This design comes from an exercise in tuning for small area, a short achievable clock period and few clock cycles on the open sky130 flow, not from production work.
Function was checked by simulation only, so behaviour that the tests miss may differ from the original.
Power and IR drop assume default switching activity.

==> flow/design.v <==
module lcd_ctrl(clk, reset, datain, cmd, cmd_valid, dataout, output_valid, busy);
input           clk;
input           reset;
input   [7:0]   datain;
input   [2:0]   cmd;
input           cmd_valid;
output  reg [7:0] dataout;
output  reg     output_valid;
output  reg     busy;
reg  [7:0] p [0:35];     
reg        loading;      
reg  [1:0] wr, wc;       
reg  [3:0] pq;           
reg  [1:0] pm;
reg        qv;           
reg        rd;           
reg  [3:0] rcnt;         
reg  [3:0] rq;           
integer i;
reg [7:0] g0, g1, g2, tap;
always @* begin
  case (rq[1:0])
    2'd0: begin g0 = p[0];  g1 = p[12]; g2 = p[24]; end
    2'd1: begin g0 = p[3];  g1 = p[15]; g2 = p[27]; end
    2'd2: begin g0 = p[6];  g1 = p[18]; g2 = p[30]; end
    default: begin g0 = p[9]; g1 = p[21]; g2 = p[33]; end
  endcase
  tap = rq[3] ? g2 : rq[2] ? g1 : g0;
end
wire       m0  = (pm == 2'd0);
wire       m2  = (pm == 2'd2);
reg [3:0] qm1, qm2, qm3, qp1, qp2;
integer k;
always @* begin
  qm1 = 4'd0; qm2 = 4'd0; qm3 = 4'd0; qp1 = 4'd0; qp2 = 4'd0;
  for (k = 0; k < 12; k = k + 1)
    if (pq == k) begin
      qm1 = (k + 11) % 12; qm2 = (k + 10) % 12; qm3 = (k + 9) % 12;
      qp1 = (k + 1) % 12;  qp2 = (k + 2) % 12;
    end
end
wire [1:0] pm_dec = m0 ? 2'd2 : {1'b0, pm[1]};           
wire [3:0] pq_dec = m0 ? qm1 : pq;
wire [1:0] pm_lf  = {pm[0], ~pm[1] & ~pm[0]};          
wire [3:0] pq_lf  = m2 ? pq : qm1;
wire [3:0] pq_up  = m0 ? qm3 : qm2;
wire [3:0] pq_dn  = m0 ? qp1 : qp2;
wire acc   = cmd_valid & ~busy;
wire s_ld  = acc & (cmd == 3'd1);
wire s_rt  = acc & (cmd == 3'd2) & (wc != 2'd3);
wire s_lf  = acc & (cmd == 3'd3) & (wc != 2'd0);
wire s_up  = acc & cmd[2] & ~cmd[0] & (wr != 2'd0);
wire s_dn  = acc & cmd[2] &  cmd[0] & (wr != 2'd3);
wire s_st  = ~(s_ld | s_rt | s_lf | s_up | s_dn);
wire [3:0] npq = ({4{s_ld}} & 4'd4) | ({4{s_rt}} & pq) | ({4{s_lf}} & pq_lf) |
                 ({4{s_up}} & pq_up) | ({4{s_dn}} & pq_dn) | ({4{s_st}} & pq_dec);
wire [1:0] npm = ({2{s_ld}} & 2'd2) | ({2{s_rt}} & pm) | ({2{s_lf}} & pm_lf) |
                 ({2{s_up | s_dn | s_st}} & pm_dec);
reg [3:0] rq_inc, rcnt_inc;
always @* begin
  rq_inc = 4'd0; rcnt_inc = 4'd0;
  for (k = 0; k < 12; k = k + 1)
    if (rq == k) rq_inc = (k + 1) % 12;
  for (k = 0; k < 8; k = k + 1)
    if (rcnt == k) rcnt_inc = k + 1;
end
wire last    = (rcnt == 4'd8);
wire free    = ~rd | last;
wire start   = qv & free & (pm == 2'd1);
wire ldpulse = loading & (((pq == 4'd11) & ~m2) | ((pq == 4'd10) & m2) |
                          ((pq == 4'd9)  & ~m2) | ((pq == 4'd8)  & m2) |
                          ((pq == 4'd7)  & ~m2) | ((pq == 4'd6)  & m2));
wire ldend   = (pq == 4'd5) & m0;
reg        nrd;
reg  [3:0] nrcnt, nrq;
always @* begin
  nrd = rd; nrcnt = rcnt; nrq = rq;
  if (reset) begin
    nrd = 1'b0;
    nrcnt = 4'd8;
  end else if (start) begin
    nrd = 1'b1;
    nrcnt = 4'd0;
    nrq = pq;
  end else if (rd & ~last) begin
    nrcnt = rcnt_inc;
    if (rcnt == 4'd2 || rcnt == 4'd5)
      nrq = rq_inc;
  end else begin
    nrd = ldpulse;
    if (ldpulse) nrq = 4'd11;
  end
end
wire unsafe = nrd & (((nrq == 4'd8)  & (nrcnt < 4'd2)) |
                     ((nrq == 4'd9)  & (nrcnt < 4'd3)) |
                     ((nrq == 4'd10) & ((nrcnt < 4'd2) | (nrcnt == 4'd3) | (nrcnt == 4'd4))));
wire       nload = ~reset & (s_ld | (loading & ~ldend));
wire       nqv   = ~reset & ((acc & ~(cmd == 3'd1)) | (qv & ~start));
always @(posedge clk) begin
  for (i = 0; i < 35; i = i + 1)
    p[i] <= p[i+1];
  p[35] <= loading ? datain : p[0];
  dataout <= tap;
  loading <= nload;
  qv      <= nqv;
  busy    <= nload | nqv | unsafe;
  output_valid <= ~reset & rd;
  pq <= npq;
  pm <= npm;
  if (s_ld) begin
    wr <= 2'd2; wc <= 2'd2;
  end else begin
    if (s_rt) wc <= {wc[1] ^ wc[0], ~wc[0]};
    if (s_lf) wc <= {wc[1] ^ ~wc[0], ~wc[0]};
    if (s_up) wr <= {wr[1] ^ ~wr[0], ~wr[0]};
    if (s_dn) wr <= {wr[1] ^ wr[0], ~wr[0]};
  end
  rd   <= nrd;
  rcnt <= nrcnt;
  rq   <= nrq;
end
endmodule
==> flow/config.mk <==
export PLATFORM = sky130hd
export DESIGN_NAME = lcd_ctrl
export DESIGN_NICKNAME = lcd_ctrl
export VERILOG_FILES = /design/flow/design.v
export SDC_FILE = /design/flow/constraint.sdc
export NUM_CORES = 4
export LEC_CHECK = 0
export ABC_CLOCK_PERIOD_IN_PS = 2000
export CAP_MARGIN = 20
export CORE_MARGIN = 2
export CORE_UTILIZATION = 40
export SETUP_SLACK_MARGIN = 3.7
export SLEW_MARGIN = 20
==> flow/constraint.sdc <==
create_clock -name core_clock -period 5.5 [get_ports {clk}]
set_input_delay 1.1000 -clock core_clock [delete_from_list [all_inputs] [get_ports {clk}]]
set_output_delay 1.1000 -clock core_clock [all_outputs]
set_load 0.01 [all_outputs]
standard.sh (not shown) runs the stock make flow with config.mk's settings and CLKGATE_MAP_FILE= SYNTH_SCRIPT=/design/flow/synth_recipe.tcl, a recipe that flattens the netlist after the stock synthesis.
==> flow/flow/run.sh <==
#!/bin/bash
set -euo pipefail
export CTS_ARGS="-sink_clustering_enable -repair_clock_nets -dont_use_dummy_load -buf_list sky130_fd_sc_hd__clkbuf_16 -sink_clustering_size 30 -sink_clustering_max_diameter 200 -sink_buffer_max_cap_derate 0.12"
export BUFFER_PORTS_ARGS="-buffer_cell sky130_fd_sc_hd__buf_2"
bash standard.sh > standard.log 2>&1
Testbench counts at the start, summed over its fixed seeds: cycles 12,106.
==> next run, changes <==
==> flow/flow/run.sh (replaced) <==
#!/bin/bash
set -euo pipefail
export CTS_ARGS="-sink_clustering_enable -repair_clock_nets -dont_use_dummy_load -buf_list sky130_fd_sc_hd__clkbuf_16 -sink_clustering_size 24 -sink_clustering_max_diameter 200 -sink_buffer_max_cap_derate 0.12"
bash standard.sh > standard.log 2>&1
--- a/flow/config.mk
+++ b/flow/config.mk
@@ -10,4 +10,4 @@
 export CORE_MARGIN = 2
 export CORE_UTILIZATION = 40
-export SETUP_SLACK_MARGIN = 3.7
+export SETUP_SLACK_MARGIN = 3.3
 export SLEW_MARGIN = 20
=>
- The changed run went through all stages and came out clean
- cell count drops by 1.3%
- synthesized cell count is unchanged
- total power is about the same
==> next run, changes <==
==> flow/flow/run.sh (replaced) <==
#!/bin/bash
set -euo pipefail
export CTS_ARGS="-sink_clustering_enable -repair_clock_nets -dont_use_dummy_load -buf_list sky130_fd_sc_hd__clkbuf_16 -sink_clustering_size 30 -sink_clustering_max_diameter 200 -sink_buffer_max_cap_derate 0.12"
export BUFFER_PORTS_ARGS="-buffer_cell sky130_fd_sc_hd__buf_2"
bash standard.sh > standard.log 2>&1
--- a/flow/config.mk
+++ b/flow/config.mk
@@ -9,5 +9,5 @@
 export CAP_MARGIN = 20
 export CORE_MARGIN = 2
-export CORE_UTILIZATION = 40
-export SETUP_SLACK_MARGIN = 3.3
+export CORE_UTILIZATION = 60
+export SETUP_SLACK_MARGIN = 3.5
 export SLEW_MARGIN = 20
Outcome:
- The changed run ran to the end with no violations
- worst setup slack gains 0.083 ns
- worst hold slack gains 0.031 ns
- non-clock buffer count goes up by 7
- global-route usage goes up by 4.9 points
- critical path depth goes up by 1
- sequential share of layout area goes up by 1.0 points
- sequential power is about the same
- final area goes down slightly
- power goes down by a few percent
- die area goes down by a quarter to a third
- via count goes down slightly
==> next run, changes <==
--- a/flow/config.mk
+++ b/flow/config.mk
@@ -9,5 +9,5 @@
 export CAP_MARGIN = 20
 export CORE_MARGIN = 2
-export CORE_UTILIZATION = 60
+export CORE_UTILIZATION = 40
 export SETUP_SLACK_MARGIN = 3.5
 export SLEW_MARGIN = 20
Routed wire length rises by 9.0%.
Sequential cell count is unchanged.
Non-clock buffer count rose by 7.
Sequential share of layout area drops by 1.3 points.
Global-route usage shrinks by 4.9 points.

## static timing again, ports no longer ideal
How much do the figures lean on ideal ports? The routed layouts below were timed once more, with nothing changed but the port constraints.
Step 1, drivers: a clkbuf_16 drives clk and a buf_2 each remaining input, both assumed.
Step 2 adds t to the input delays and takes it off the output delays; t is the mean of the earliest and latest rising clock arrival at the registers after step 1. Input paths then give back, and output paths get back, about the clock's delay inside the block.
a / b / c = ideal / step 1 / step 2; a / b = the first two.
run	t (ns)	setup WS [ns]	worst register clock-pin slew, ns
the first run	0.497	3.437 / 3.398 / 3.026	0.12 / 0.12
the second run	0.500	3.346 / 3.309 / 2.857	0.10 / 0.10
the third run	0.496	3.429 / 3.411 / 2.996	0.11 / 0.11
the fourth run	0.512	3.454 / 3.415 / 2.965	0.11 / 0.11
After both steps every run listed still meets setup and hold.
